This is an optimization exercise on Yosys and OpenROAD, whose aim is a short achievable clock period and few clock cycles, not a production implementation. Only simulation tests tie the RTL to the original design; equivalence was not proved. No activity file was given, so power comes from the tool's default toggle rates.

[flow/design.v]
module ALU (result, read_data_1, read_data_2, shmat, opcode, functioncode);
	input [31:0] read_data_1;
	input [31:0] read_data_2;
	input [4:0] shmat;
	input [5:0] opcode;
	input [5:0] functioncode;
	output reg [31:0] result;
	always @(*)
		begin
		result = 32'b0;
		if(opcode==6'b001000)						 
			result=read_data_1+read_data_2;
		else if(opcode==6'b001001)					 
			result=read_data_1+read_data_2;
		else if(opcode==6'b001100)					 
			result=read_data_1&read_data_2;
		else if(opcode==6'b001101)					 
			result=read_data_1|read_data_2;
		else if(opcode==6'b001010)					 
			result=($signed(read_data_1)<$signed(read_data_2)) ? 32'b1 : 32'b0;
		else if(opcode==6'b001011)					 
			result=(read_data_1<read_data_2) ? 32'b1 : 32'b0;
		else if(opcode==6'b100100 |opcode==6'b100101 |opcode==6'b110000 | opcode==6'b100011  
		| opcode==6'b101000 | opcode==6'b111000 | opcode==6'b101001 | opcode==6'b101011)	 
			result=read_data_1+read_data_2;
		else if(opcode==6'b000000)					 
			begin
			if(functioncode==6'b100000)  
				result=read_data_1+read_data_2;
			else if(functioncode==6'b100001)  
				result=read_data_1+read_data_2;
			else if(functioncode==6'b100100)  
				result=read_data_1 & read_data_2;
			else if(functioncode==6'b100101)  
				result=read_data_1 | read_data_2;
			else if(functioncode==6'b100111)  
				result=~(read_data_1 | read_data_2);
			else if(functioncode==6'b000000)  
				result=read_data_2 << shmat;
			else if(functioncode==6'b101010)  
				result=($signed(read_data_1)<$signed(read_data_2)) ? 32'b1 : 32'b0;
			else if(functioncode==6'b101011)	 
				result=(read_data_1<read_data_2) ? 32'b1 : 32'b0;
			else if(functioncode==6'b000011)	 
				result= $signed(read_data_2) >>> shmat;
			else if(functioncode==6'b000010)  
				result= read_data_2 >> shmat;
			else if(functioncode==6'b100010)  
				result=read_data_1-read_data_2;
			else if(functioncode==6'b100011)  
				result= read_data_1-read_data_2;
			end
		end
endmodule
module mips_registers ( read_data_1, read_data_2, write_data, read_reg_1, read_reg_2, write_reg, signal_reg_write, clk );
	output [31:0] read_data_1, read_data_2;
	input [31:0] write_data;
	input [4:0] read_reg_1, read_reg_2, write_reg;
	input signal_reg_write, clk;
	reg [31:0] registers [31:1];
	always @(posedge clk)
		if (signal_reg_write && write_reg != 5'd0)
			registers[write_reg] <= write_data;
	assign read_data_1 = (read_reg_1 == 5'd0) ? 32'b0 : registers[read_reg_1];
	assign read_data_2 = (read_reg_2 == 5'd0) ? 32'b0 : registers[read_reg_2];
endmodule
module mips_core (
	input         clk,
	input         rst,
	output [31:0] imem_addr,
	input  [31:0] imem_rdata,
	output [31:0] dmem_addr,
	output [31:0] dmem_wdata,
	output [3:0]  dmem_wmask,
	output        dmem_we,
	input  [31:0] dmem_rdata,
	output        wb_en,
	output [4:0]  wb_reg,
	output [31:0] wb_data
);
reg [31:0] PC;
wire [31:0] instruction = imem_rdata;
wire [31:0] read_data_1;
wire [31:0] read_data_2;
wire [31:0] ALU_result;
reg [31:0] ALU_mux;
reg [4:0] REG_dst_mux;
reg [31:0] REG_write_mux;
reg [31:0] MEM_result;
reg write_reg_signal;
reg write_mem_signal;
reg [3:0] mem_mask;
reg [31:0] next_PC;
wire [5:0] opcode = instruction[31:26];
wire [4:0] rs = instruction[25:21];
wire [4:0] rt = instruction[20:16];
wire [4:0] rd = instruction[15:11];
wire [4:0] shmat = instruction[10:6];
wire [5:0] functioncode = instruction[5:0];
wire [15:0] imm = instruction[15:0];
wire [25:0] adress = instruction[25:0];
wire [31:0] PC_plus4 = PC + 32'd4;
wire [31:0] branchadress = {{14{imm[15]}}, imm, 2'b00};
wire [31:0] jumpadress = {PC[31:28], adress, 2'b00};
mips_registers regblock(read_data_1, read_data_2, REG_write_mux, rs, rt, REG_dst_mux, write_reg_signal, clk);
ALU ALUblock(ALU_result, read_data_1, ALU_mux, shmat, opcode, functioncode);
always @(*)
begin
	REG_dst_mux = rt;
	write_reg_signal = 1'b1;
	write_mem_signal = 1'b0;
	mem_mask = 4'b1111;
	ALU_mux = read_data_2;
	REG_write_mux = ALU_result;
	next_PC = PC_plus4;
	if (opcode==6'b100100)           
		MEM_result = {24'b0, dmem_rdata[7:0]};
	else if (opcode==6'b100101)      
		MEM_result = {16'b0, dmem_rdata[15:0]};
	else                             
		MEM_result = dmem_rdata;
	if (opcode==6'b000000)           
		begin
		REG_dst_mux = rd;
		if (functioncode==6'b001000)   
			begin
			write_reg_signal = 1'b0;
			next_PC = read_data_1;
			end
		end
	else                             
		begin
		if (opcode==6'b000011)         
			REG_dst_mux = 5'b11111;
		if (opcode==6'b101000 | opcode==6'b101001 | opcode==6'b111000 | opcode==6'b101011)  
			begin
			write_mem_signal = 1'b1;
			write_reg_signal = 1'b0;
			if (opcode==6'b101000)       
				mem_mask = 4'b0001;
			else if (opcode==6'b101001)  
				mem_mask = 4'b0011;
			end
		else if (opcode==6'b000100 | opcode==6'b000101 | opcode==6'b000010)  
			write_reg_signal = 1'b0;
		if (opcode!=6'b001100 && opcode!=6'b001101)
			ALU_mux = {{16{imm[15]}}, imm};
		else
			ALU_mux = {16'b0, imm};
		if (opcode==6'b000011)         
			REG_write_mux = PC + 32'd8;
		else if (opcode==6'b100011 | opcode==6'b100100 | opcode==6'b100101 | opcode==6'b110000)  
			REG_write_mux = MEM_result;
		else if (opcode==6'b001111)    
			REG_write_mux = {imm, 16'b0};
		if (opcode==6'b000100 && read_data_1==read_data_2)        
			next_PC = PC_plus4 + branchadress;
		else if (opcode==6'b000101 && read_data_1!=read_data_2)   
			next_PC = PC_plus4 + branchadress;
		else if (opcode==6'b000010 | opcode==6'b000011)          
			next_PC = jumpadress;
		end
end
always @(posedge clk)
	if (rst)
		PC <= 32'b0;
	else
		PC <= next_PC;
assign imem_addr  = PC;
assign dmem_addr  = ALU_result;
assign dmem_wdata = read_data_2;
assign dmem_wmask = mem_mask;
assign dmem_we    = write_mem_signal;
assign wb_en      = write_reg_signal && (REG_dst_mux != 5'd0);
assign wb_reg     = REG_dst_mux;
assign wb_data    = REG_write_mux;
endmodule
[flow/run.sh]
#!/bin/bash
# synth_recipe.tcl (not shown) runs the flow's synth.tcl, then flattens the netlist and writes it again
# the make line also repeats each setting of config.mk as NAME=value (left out here)
make -C /OpenROAD-flow-scripts/flow DESIGN_CONFIG=/design/flow/config.mk WORK_HOME=/design/flow/orfs CLKGATE_MAP_FILE= SYNTH_SCRIPT=/design/flow/synth_recipe.tcl finish
[flow/config.mk]
export PLATFORM = sky130hd
export DESIGN_NAME = mips_core
export DESIGN_NICKNAME = mips_core
export VERILOG_FILES = /design/flow/design.v
export SDC_FILE = /design/flow/constraint.sdc
export NUM_CORES = 4
export LEC_CHECK = 0
export CAP_MARGIN = 20
export CORE_MARGIN = 2
export CORE_UTILIZATION = 40
export PLACE_DENSITY = 0.6
export SETUP_SLACK_MARGIN = 0.2
export SLEW_MARGIN = 20
[flow/constraint.sdc]
create_clock -name core_clock -period 12.0 [get_ports {clk}]
set_input_delay 2.4000 -clock core_clock [delete_from_list [all_inputs] [get_ports {clk}]]
set_output_delay 2.4000 -clock core_clock [all_outputs]
set_load 0.01 [all_outputs]
==> flow_summary.toml <==
[route]
route.detailed.drc = 0
initialDrtViolationCount = 8339
drt_wl_total_mm = 314
wire_per_inst_um = 39.5
viasPerCell = 6.87
firstDrtPassIters = 7
vias = 54700
ant_nets = 0

[place]
pre_cts_slack_ns = 0.118
gp_congestion = 1.10
place_hpwl_mm = 221
port_buffers = 203
place_area_mm2 = 0.0709

[die]
rows = 146
coreArea_mm2 = 0.158
die_h_um = 402
start_util = 0.402
die_w_um = 402
io-pin-count = 205
dieArea_mm2 = 0.162

[final_layout]
final_area_mm2 = 0.0746
fin_util = 0.472
drive_above_1_share = 0.209
area.growth.synth_to_final_pct = 17.5
fin_nets = 5980

[sta]
hold_viol_final = 0
period_share = 0.973
finalSetupViolCount = 0
maxSlewHeadroom = 0.134
skew_ns = 0.0797
slew_violations = 0
period_needed_ns = 11.68
worst_pin_slew_ns = 1.28
rsz0062_at_grt = "false"
finalWorstSetupSlack_ns = 0.318
fmax_ghz = 0.0856

[yosys]
async_flop_share = 0
synthFlopType = "edfxtp_1"
synth_commonest_cells = "edfxtp_1, nor2_1, mux2i_1"
yosysUniqueCellTypes = 113
yosys.area.top_type = "edfxtp_1"
avgSynthCellArea_um2 = 11.9
synth_nets = 5534
yosysMostFrequentCell = "edfxtp_1"
yosysSeqAreaShare = 0.479
synth-warning-count = 3
synth_edf_count = 992
netlist_area_mm2 = 0.0635
synth_area_leaders = "edfxtp_1, mux4_2, mux2i_1"
synthCells = 5338
synth_top_area_frac = 0.469
ys_ff_latch = 1024

[critical_path]
worst-path-max-fanout = 22
cp-end-kind = "output pin"
arrival_ns = 9.28
path_cells = "clkbuf_4 -> buf_4 -> nor3b_2 -> buf_4 -> a221o_1 -> a211oi_1 -> a211oi_2 -> a21boi_1 -> ha_1 -> clkinv_1 -> a21oi_1 -> a31oi_1 -> o21a_1 -> a211oi_1 -> buf_4 -> o211ai_1 -> nand3_1 -> a21o_1 -> a21oi_1 -> a2111oi_0 -> o31a_1 -> a21o_1 -> buf_12 -> clkdlybuf4s50_1"
slowest_delay_ns = 0.56
cp_top_family = "compound AO/OA/AOI/OAI gates"
rr_worst_depth = 25
cp_num_buf_inv = 7
cp-start-kind = "input pin"
path_class = "input pin to output pin"
cp_slowest_cell = "clkdlybuf4s50_1"
required_ns = 9.60
crit_cells = 24
cp_common_cell = "buf_4"

[clocking]
cts_tree = "done"
cts_max_path_buffers = 3
numCtsBuffers = 107
clock_latency_ns = 0.76
cts_root_buf = "clkbuf_16"
hold_buffers = 0
cts_max_level = 3
clk_pin_slew_ns = 0.07
clock-sinks = 1024

[global_routing]
antenna_found_initial = 11
grt_max_degree = 75
grt-busiest-layer = "met2"
grt_util_met3 = 0.0902
gr-usage-met2 = 0.577
grt_pass1_wl_mm = 426
grt_remaining_overflow = 0
grt_pass1_vias = 51900
grt_usage = 0.377
grt_util_met1 = 0.480

[status]
outcome = "finished clean"

[worst_hold_path]
worstHoldPathCells = 2
hp-class = "flop to flop"

[power_and_ir_drop]
leakage_nw = 27.2
ir_drop_uv = 157
power_density_mw_per_mm2 = 127
p_total_w = 0.00946

[flow_run]
drv_cap = 0
-- cells in the final DEF (no fill, tap or decap), types with 23 or more instances in the layout --
cell type / count
a2111oi_0: 34
a211o_1: 44
a211oi_1: 95
a21o_1: 44
a21oi_1: 292
a221oi_1: 36
a22o_1: 34
a22oi_1: 51
a31oi_1: 56
and2_1: 33
and3_1: 33
buf_12: 28
buf_4: 510
clkbuf_16: 110
clkdlybuf4s50_1: 184
clkinv_1: 31
dfxtp_1: 32
edfxtp_1: 992
ha_1: 127
inv_1: 132
mux2_2: 75
mux2i_1: 410
mux4_2: 287
nand2_1: 319
nand2b_1: 33
nand3_1: 76
nand4_1: 24
nor2_1: 389
nor2_4: 31
nor2b_1: 39
nor3_1: 70
nor4_1: 29
o211ai_1: 53
o21a_1: 32
o21ai_0: 236
o21bai_1: 23
o221ai_1: 67
o22ai_1: 180
xnor2_1: 102
xor2_1: 58
-- path summary, 6_finish.rpt --
kind                                                           from                                   end  slack [ns]
worst max register to register  regblock.registers[30][0]$_DFFE_PP_  regblock.registers[16][31]$_DFFE_PP_        4.97
worst min register to register                   PC[0]$_SDFFE_PP0P_                    PC[0]$_SDFFE_PP0P_        0.56
worst min-delay path                             PC[0]$_SDFFE_PP0P_                    PC[0]$_SDFFE_PP0P_        0.56
worst max-delay path                                 imem_rdata[19]                            wb_data[0]        0.32
-- cell type report --
type,instances,area [um2]
inverters,143,537
clock buffers,128,2760
repair buffers,749,6590
fillers,14200,83400
flip-flops and latches,1024,30400
clock inverters,69,708
diodes,8,20.0
well taps,2072,2590
multi-input cells,3759,31000
-- worst register-to-register path, delay by kind of cell (launching register included) --
kind | cells | cell delay, ns
AO/OA/AOI/OAI | 12 | 3.47
adder cells (fa/ha/maj) | 1 | 0.23
buffers and inverters | 7 | 1.48
flip-flops | 1 | 0.41
multiplexers | 1 | 0.50
AND/OR/NAND/NOR | 4 | 0.67
-- state kept, by name, indices dropped and copies added, names as in the netlist --
register / flops
PC: 32
regblock.registers: 992
-- per-stage QoR --
stage | TNS (ns) | hold slack, ns | std cells
finish | 0 | 0.557 | 7952
global route | 0 | 0.578 | 7947
CTS | 0 | 0.556 | 7936
detailed placement | 0 | 0.547 | 7739
global placement | -0.266 | 0.544 | 7738
floorplan | 0 | 0.505 | 5338
-- logic make-up after synthesis --
kind of cell	synth area share
AND/OR/NAND/NOR	0.0854
flip-flops	0.479
buffers and inverters	0.0407
XOR/XNOR	0.0221
other	0.0000591
adder cells (fa/ha/maj)	0.0260
multiplexers	0.182
AO/OA/AOI/OAI	0.165
-- metal layers --
metal,routed length [um],share of wire
met4,24800,0.079
met3,35500,0.11
met5,40,0.00013
met1,115000,0.37
met2,139000,0.44
-- repair_timing --
item	in CTS	in global routing
endpoints found under the setup margin	1	4
resized for setup	2	29
cloned	0	3
pin swaps	1	4
setup buffers	0	4
-- power breakdown --
part / internal, W / total [W] / switching [W]
clock network: 0.00184 / 0.00331 / 0.00146
logic: 0.000742 / 0.00212 / 0.00138
registers: 0.00400 / 0.00403 / 0.0000288
Testbench counts, summed over its fixed seeds: cycles 39,200.

==> re-timing with driven ports <==
The results above use ideal ports. As a check the final layout listed here was re-extracted and re-timed, cells and wires unchanged.
Step 1 (the two cells are an assumption about what drives the block):
set clk [get_ports {clk}]
set_driving_cell -lib_cell sky130_fd_sc_hd__clkbuf_16 $clk
set_driving_cell -lib_cell sky130_fd_sc_hd__buf_2 [delete_from_list [all_inputs] $clk]
Step 2 adds t to the input delays and takes it off the output delays; t is the mean of the earliest and latest rising clock arrival at the registers after step 1. Input paths then give back, and output paths get back, about the clock's delay inside the block.
a / b / c = no drivers / after step 1 / after step 2; a / b = the first two.
shift t [ns]: 0.804
setup WS [ns]: 0.318 / 0.060 / 0.060
clock arrival spread, ns: 0.080 / 0.080
After both steps this run still meets setup and hold. The setup slack of this run moves by -0.258 ns with the drivers and by -0.258 ns with both steps.
